Context: an optimization exercise on an open-source flow, tuned for small area and a short achievable clock period. The choices shown serve that exercise and are no tape-out recipe. Only simulation tests tie the RTL to the original design; equivalence was not proved. Power is estimated from default activity; no workload was simulated.

==> module cpu, before the edit <==
module cpu(
    input clk,
    input reset,
    output [31:0] imem_addr,
    input  [31:0] imem_rdata,
    output        dmem_re,
    output        dmem_we,
    output [31:0] dmem_addr,
    output [31:0] dmem_wdata,
    input  [31:0] dmem_rdata
    );
    wire [31:0] ins = imem_rdata;
    wire [6:0] opcode = ins[6:0];
    wire [2:0] funct3 = ins[14:12];
    wire [6:0] funct7 = ins[31:25];
    wire [4:0] rs1 = ins[19:15];
    wire [4:0] rs2 = ins[24:20];
    wire [4:0] rd  = ins[11:7];
    wire is_op    = (opcode == 7'b0110011);
    wire is_opimm = (opcode == 7'b0010011);
    wire is_load  = (opcode == 7'b0000011);
    wire is_store = (opcode == 7'b0100011);
    wire is_lui   = (opcode == 7'b0110111);
    wire is_br    = (opcode == 7'b1100011);
    wire [31:0] imm_i = {{20{ins[31]}}, ins[31:20]};
    wire [31:0] imm_s = {{20{ins[31]}}, ins[31:25], ins[11:7]};
    wire [31:0] imm_b = {{20{ins[31]}}, ins[7], ins[30:25], ins[11:8], 1'b0};
    wire [31:0] imm_u = {ins[31:12], 12'b0};
    reg [31:1] pc;
    assign imem_addr = {pc, 1'b0};
    wire [31:0] xq [1:31];
    wire [31:1] xv;
    reg [31:0] rv1, rv2;
    integer k;
    always @(*) begin
        rv1 = 32'd0;
        rv2 = 32'd0;
        for (k = 1; k < 32; k = k + 1) begin
            rv1 = rv1 | (xq[k] & {32{xv[k] && rs1 == k}});
            rv2 = rv2 | (xq[k] & {32{xv[k] && rs2 == k}});
        end
    end
    assign dmem_re = is_load;
    assign dmem_we = is_store;
    addr_add addr_adder (.base(rv1), .offset(ins[5] ? imm_s : imm_i), .addr(dmem_addr));
    assign dmem_wdata = rv2;
    wire [31:0] op2 = ins[5] ? rv2 : imm_i;
    wire f7_zero = (funct7 == 7'b0000000);
    wire f7_alt  = (funct7 == 7'b0100000);
    wire sub = ins[5] & f7_alt;
    wire [31:0] sum = rv1 + (op2 ^ {32{sub}}) + {31'd0, sub};
    wire lt  = ($signed(rv1) < $signed(op2));
    wire ltu = (rv1 < op2);
    wire sh_left = ~funct3[2];
    wire [31:0] rv1_rev;
    genvar b;
    generate
        for (b = 0; b < 32; b = b + 1) begin : rev_in
            assign rv1_rev[b] = rv1[31 - b];
        end
    endgenerate
    wire [31:0] sh0 = sh_left ? rv1_rev : rv1;
    wire fill = f7_alt & rv1[31] & ~sh_left;
    wire [4:0] shamt = op2[4:0];
    wire [31:0] sh1 = shamt[0] ? {fill, sh0[31:1]} : sh0;
    wire [31:0] sh2 = shamt[1] ? {{2{fill}}, sh1[31:2]} : sh1;
    wire [31:0] sh3 = shamt[2] ? {{4{fill}}, sh2[31:4]} : sh2;
    wire [31:0] sh4 = shamt[3] ? {{8{fill}}, sh3[31:8]} : sh3;
    wire [31:0] shr = shamt[4] ? {{16{fill}}, sh4[31:16]} : sh4;
    wire [31:0] shl;
    generate
        for (b = 0; b < 32; b = b + 1) begin : rev_out
            assign shl[b] = shr[31 - b];
        end
    endgenerate
    reg [31:0] alu;
    always @(*) begin
        case (funct3)
            3'b000: alu = sum;
            3'b001: alu = shl;
            3'b010: alu = {31'd0, lt};
            3'b011: alu = {31'd0, ltu};
            3'b100: alu = rv1 ^ op2;
            3'b101: alu = (f7_zero | f7_alt) ? shr : sum;
            3'b110: alu = rv1 | op2;
            default: alu = rv1 & op2;
        endcase
    end
    wire [31:0] wd = is_load ? dmem_rdata : (is_lui ? imm_u : alu);
    wire we = (is_op | is_opimm | is_load | is_lui) & (rd != 5'd0);
    wire beq  = (rv1 == rv2);
    wire blt  = ($signed(rv1) < $signed(rv2));
    wire bltu = (rv1 < rv2);
    reg cond;
    always @(*) begin
        case (funct3)
            3'b000: cond = beq;
            3'b001: cond = ~beq;
            3'b100: cond = blt;
            3'b101: cond = ~blt;
            3'b110: cond = bltu;
            3'b111: cond = ~bltu;
            default: cond = 1'b0;
        endcase
    end
    wire taken = is_br & cond;
    wire [31:1] pc_next = taken ? (pc + imm_b[31:1]) : (pc + 31'd2);
    always @(posedge clk or posedge reset) begin
        if (reset) pc <= 31'd0;
        else pc <= pc_next;
    end
    genvar r;
    generate
        for (r = 1; r < 32; r = r + 1) begin : regs
            reg v;
            reg [31:0] q;
            always @(posedge clk or posedge reset) begin
                if (reset) v <= 1'b0;
                else if (we && rd == r) v <= 1'b1;
            end
            always @(posedge clk) begin
                if (we && rd == r) q <= wd;
            end
            assign xq[r] = q;
            assign xv[r] = v;
        end
    endgenerate
endmodule
clock: 14.0 ns
lec_check: 0
cap_margin: 20
core_margin: 5
core_utilization: 40
place_density: 0.5
setup_slack_margin: 4
slew_margin: 20
synth_hierarchical: 1
standard.sh (not shown) runs the stock make flow with config.mk's settings and CLKGATE_MAP_FILE= SYNTH_SCRIPT=/design/flow/synth_recipe.tcl, a recipe that flattens the netlist after the stock synthesis.
==> flow/flow/run.sh <==
#!/bin/bash
# The standard layout (standard.sh: ORFS from synthesis to finish) with
# three settings changed:
#  - repair_timing does not clone gates (SKIP_GATE_CLONING=1): a clone can be
#    legalised far from its loads, leaving a long net that breaks max slew;
#  - clock tree: no dummy loads, and clkbuf_8 as the clock buffer;
#  - ports are buffered with buf_1 (repair_timing upsizes the critical ones).
set -euo pipefail
bash standard.sh SKIP_GATE_CLONING=1 \
  "CTS_ARGS=-sink_clustering_enable -repair_clock_nets -dont_use_dummy_load -buf_list sky130_fd_sc_hd__clkbuf_8" \
  "BUFFER_PORTS_ARGS=-buffer_cell sky130_fd_sc_hd__buf_1" \
  finish > standard_flow.log 2>&1
Rerun with:
--- a/flow/design.v
+++ b/flow/design.v
@@ -1,6 +1,23 @@
+`timescale 1ns / 1ps
+module RegFile(
+    input [32*31-1:0] q,
+    input [31:1] v,
+    input [4:0] rs,
+    output [31:0] rd
+    );
+    wire [31:0] x [0:31];
+    assign x[0] = 32'd0;
+    genvar k;
+    generate
+        for (k = 1; k < 32; k = k + 1) begin : g
+            assign x[k] = v[k] ? q[(k-1)*32 +: 32] : 32'd0;
+        end
+    endgenerate
+    assign rd = x[rs];
+endmodule
 `timescale 1ns / 1ps
 module addr_add(
     input [31:0] base,
     input [31:0] offset,
     output [31:0] addr
     );
@@ -34,24 +51,17 @@
     wire [31:0] imm_i = {{20{ins[31]}}, ins[31:20]};
     wire [31:0] imm_s = {{20{ins[31]}}, ins[31:25], ins[11:7]};
     wire [31:0] imm_b = {{20{ins[31]}}, ins[7], ins[30:25], ins[11:8], 1'b0};
     wire [31:0] imm_u = {ins[31:12], 12'b0};
     reg [31:1] pc;
     assign imem_addr = {pc, 1'b0};
-    wire [31:0] xq [1:31];
+    wire [32*31-1:0] xq;
     wire [31:1] xv;
-    reg [31:0] rv1, rv2;
-    integer k;
-    always @(*) begin
-        rv1 = 32'd0;
-        rv2 = 32'd0;
-        for (k = 1; k < 32; k = k + 1) begin
-            rv1 = rv1 | (xq[k] & {32{xv[k] && rs1 == k}});
-            rv2 = rv2 | (xq[k] & {32{xv[k] && rs2 == k}});
-        end
-    end
+    wire [31:0] rv1, rv2;
+    RegFile rport1 (.q(xq), .v(xv), .rs(rs1), .rd(rv1));
+    RegFile rport2 (.q(xq), .v(xv), .rs(rs2), .rd(rv2));
     assign dmem_re = is_load;
     assign dmem_we = is_store;
     addr_add addr_adder (.base(rv1), .offset(ins[5] ? imm_s : imm_i), .addr(dmem_addr));
     assign dmem_wdata = rv2;
     wire [31:0] op2 = ins[5] ? rv2 : imm_i;
     wire f7_zero = (funct7 == 7'b0000000);
@@ -127,11 +137,11 @@
                 if (reset) v <= 1'b0;
                 else if (we && rd == r) v <= 1'b1;
             end
             always @(posedge clk) begin
                 if (we && rd == r) q <= wd;
             end
-            assign xq[r] = q;
+            assign xq[(r-1)*32 +: 32] = q;
             assign xv[r] = v;
         end
     endgenerate
 endmodule
Setup slack is worse by 230 ps.
Clock power is about the same.
Count of clock-buffer cells in the layout fell by 1.
Register-to-register slack is better by 240 ps.
Sequential share of layout area rose by 0.75 points.
Hold slack is better by 14 ps.
First-iteration DRC count fell by roughly a tenth.
Combinational power fell by about a fifth.
Power fell by a few percent.
Synthesized cell count fell by a few percent.
Fmax fell by a few percent.

separate check: timing with driven ports:
How much do the figures lean on ideal ports? The routed layouts below were timed once more, with nothing changed but the port constraints. Step 1 sets driving cells, clkbuf_16 on the clock port and buf_2 on the other inputs (assumed; they add their load-dependent delay and slew). Step 2 also shifts input and output timing later by t, the mid clock arrival at the registers, as if the neighbouring blocks saw the same clock. a / b / c = ideal / step 1 / step 2; a / b = the first two.
run	t (ns)	setup slack, ns	clock arrival spread, ns	worst data-port slew with drivers (ns)	cell pins on the clock port's net
the first run	0.983	3.955 / 3.905 / 3.027	0.174 / 0.175	0.07	1
the second run	0.942	3.721 / 3.682 / 3.026	0.132 / 0.132	0.07	1
After both steps every run listed still meets setup and hold. The setup slack of the first run, which loses most, moves by -0.050 ns with the drivers and by -0.928 ns with both steps.
